Background: an optimization exercise with open tools, aiming at small area and a short achievable clock period. Do not read the settings as production practice. Function was checked by simulation only, so behaviour that the tests miss may differ from the original. No activity file was given, so power comes from the tool's default toggle rates.

==> build 95 <==
Design ALU_TOP, start of the top module:
module ALU_TOP #(parameter width = 16)
(
    input wire [width-1:0] A, B,
    input wire [3:0] ALU_FUN,
    input wire CLK, RST,
    output wire [(width*2)-1:0] Arith_OUT,
    output wire [width-1:0] Logic_OUT, CMP_OUT,
    output wire [width:0] SHIFT_OUT,
    output wire Carry_OUT, Arith_Flag, Logic_Flag, CMP_Flag, SHIFT_Flag
);
Settings: LEC_CHECK=0, ABC_AREA=1, ABC_CLOCK_PERIOD_IN_PS=90000, CAP_MARGIN=20, CORE_MARGIN=2, CORE_UTILIZATION=55, PLACE_DENSITY=0.75, SLEW_MARGIN=20; clock period 90.0 ns.
standard.sh (not shown) runs the stock make flow with config.mk's settings and CLKGATE_MAP_FILE= SYNTH_SCRIPT=/design/flow/synth_recipe.tcl, a recipe that flattens the netlist after the stock synthesis.
==> flow/flow/run.sh <==
#!/bin/bash
# The standard layout (the standard.sh: ORFS synthesis through finish).
# The one change: every input and output port still gets its own buffer, but a
# plain sky130_fd_sc_hd__buf_1 instead of the delay cell buffer_ports picks by itself.
set -euo pipefail
export BUFFER_PORTS_ARGS="-buffer_cell sky130_fd_sc_hd__buf_1"
bash standard.sh > standard.log 2>&1
==> build 46: changes against build 95 <==
==> flow/run.sh (new file) <==
#!/bin/bash
# synth_recipe.tcl (not shown) runs the flow's synth.tcl, then flattens the netlist and writes it again
# the make line also repeats each setting of config.mk as NAME=value (left out here)
make -C /OpenROAD-flow-scripts/flow DESIGN_CONFIG=/design/flow/config.mk WORK_HOME=/design/flow/orfs CLKGATE_MAP_FILE= SYNTH_SCRIPT=/design/flow/synth_recipe.tcl finish
--- a/flow/config.mk
+++ b/flow/config.mk
@@ -11,3 +11,3 @@
 export CORE_MARGIN = 2
-export CORE_UTILIZATION = 55
+export CORE_UTILIZATION = 40
 export PLACE_DENSITY = 0.75
removed: flow/flow/run.sh
removed: flow/standard.sh
==> notes <==
Of build 46 and build 95, build 95 has the higher first-iteration DRC count (gap about 9%, measured against build 95). Against build 46, the non-clock buffer count of build 95 is higher by 9. Of build 95 and build 46, build 95 has the higher combinational power (gap 18%, measured against build 46). Power: build 95 is larger than build 46 (about 14%). Between build 95 and build 46, the lower via count is in build 46 (gap 0.50%, measured against build 46). In synthesized area, build 46 and build 95 do not differ. In build 46 the design area is higher than in build 95, by about 4.5%. Build 95 went through all stages and came out clean. Build 46 passed the timing, design-rule and antenna checks. Of build 95 and build 46, build 46 has the higher critical path depth (gap 9). Count of clock-buffer cells in the layout is the same in build 95 and build 46.

* * *

==> run a: inputs <==
Another version of the RTL of ALU_TOP (not shown whole).
Settings: LEC_CHECK=0, ABC_AREA=1, ABC_CLOCK_PERIOD_IN_PS=90000, CAP_MARGIN=20, CORE_MARGIN=2, CORE_UTILIZATION=40, PLACE_DENSITY=0.75, SLEW_MARGIN=20; clock period 90.0 ns.
run.sh (not shown) runs the stock make flow with config.mk's settings and CLKGATE_MAP_FILE= SYNTH_SCRIPT=/design/flow/synth_recipe.tcl, a recipe that flattens the netlist after the stock synthesis.
Stock flow here: none of the scripts above is used.
==> inputs of run b, as changes to run a <==
- PLACE_DENSITY: 0.75 -> not set
==> inputs of run c, as changes to run a <==
==> flow/flow/run.sh (new file) <==
#!/bin/bash
# The standard layout (the standard.sh: ORFS synthesis through finish), with
# ORFS's timing repair asked for extra setup slack.  The clock period and the
# constraints are the design's; the margin only makes repair_timing work on the
# paths to the registers, which otherwise have slack to spare.
set -euo pipefail
export SETUP_SLACK_MARGIN=56
bash standard.sh > standard.log 2>&1
==> flow/standard.sh (new file) <==
#!/bin/bash
# synth_recipe.tcl (not shown) runs the flow's synth.tcl, then flattens the netlist and writes it again
# the make line also repeats each setting of config.mk as NAME=value (left out here)
make -C /OpenROAD-flow-scripts/flow DESIGN_CONFIG=/design/flow/config.mk WORK_HOME=/design/flow/orfs CLKGATE_MAP_FILE= SYNTH_SCRIPT=/design/flow/synth_recipe.tcl "${@:-finish}"
- PLACE_DENSITY: 0.75 -> not set
removed: flow/run.sh
==> comparison <==
Sequential power is about the same in run a and run b. In synthesized cell count, run b and run a do not differ. Setup slack, lowest first: run b, run a, run c. In clock-buffer cell count, run a and run c do not differ. Critical path depth, highest first: run a, run c, run b. Via count, lowest first: run b, run a, run c. Flip-flop and latch count is the same in run c and run b. Total power, lowest first: run a, run b, run c. Between run b and run a, the lower non-clock buffer count is in run a (gap 3). In run c the clock power is smaller than in run a, by about 4%.

## port drivers added, routing unchanged
The flow's constraints put no driver on any port. The routed layouts listed below were extracted and timed again, unchanged, in two steps.
Step 1 (the two cells are an assumption about what drives the block):
set clk [get_ports {CLK}]
set_driving_cell -lib_cell sky130_fd_sc_hd__clkbuf_16 $clk
set_driving_cell -lib_cell sky130_fd_sc_hd__buf_2 [delete_from_list [all_inputs] $clk]
Step 2, shift: input delay + t, output delay - t, t = (earliest + latest rising clock arrival at the registers) / 2. This alone moves slack from input paths to output paths.
a / b / c = ideal / step 1 / step 2; a / b = the first two.
| run | shift t [ns] | slack for setup (ns) | worst hold slack (ns) | slew at the worst register clock pin (ns) | pins driven straight from the clock port |
|---|---|---|---|---|---|
| build 95 | 0.378 | 53.387 / 53.407 / 53.029 | 17.867 / 17.846 / 18.224 | 0.07 / 0.07 | 1 |
| build 46 | 0.406 | 53.368 / 53.356 / 52.950 | 17.767 / 17.745 / 18.151 | 0.07 / 0.07 | 1 |
| run a | 0.430 | 53.512 / 53.542 / 53.112 | 17.473 / 17.443 / 17.873 | 0.09 / 0.09 | 1 |
| run b | 0.413 | 53.248 / 53.275 / 52.862 | 17.777 / 17.753 / 18.166 | 0.08 / 0.08 | 1 |
| run c | 0.417 | 56.559 / 56.581 / 56.164 | 17.775 / 17.751 / 18.168 | 0.08 / 0.08 | 1 |
After both steps every run listed still meets setup and hold. For build 46, which loses most, drivers alone change the setup slack by -0.012 ns; drivers and shift together by -0.418 ns.
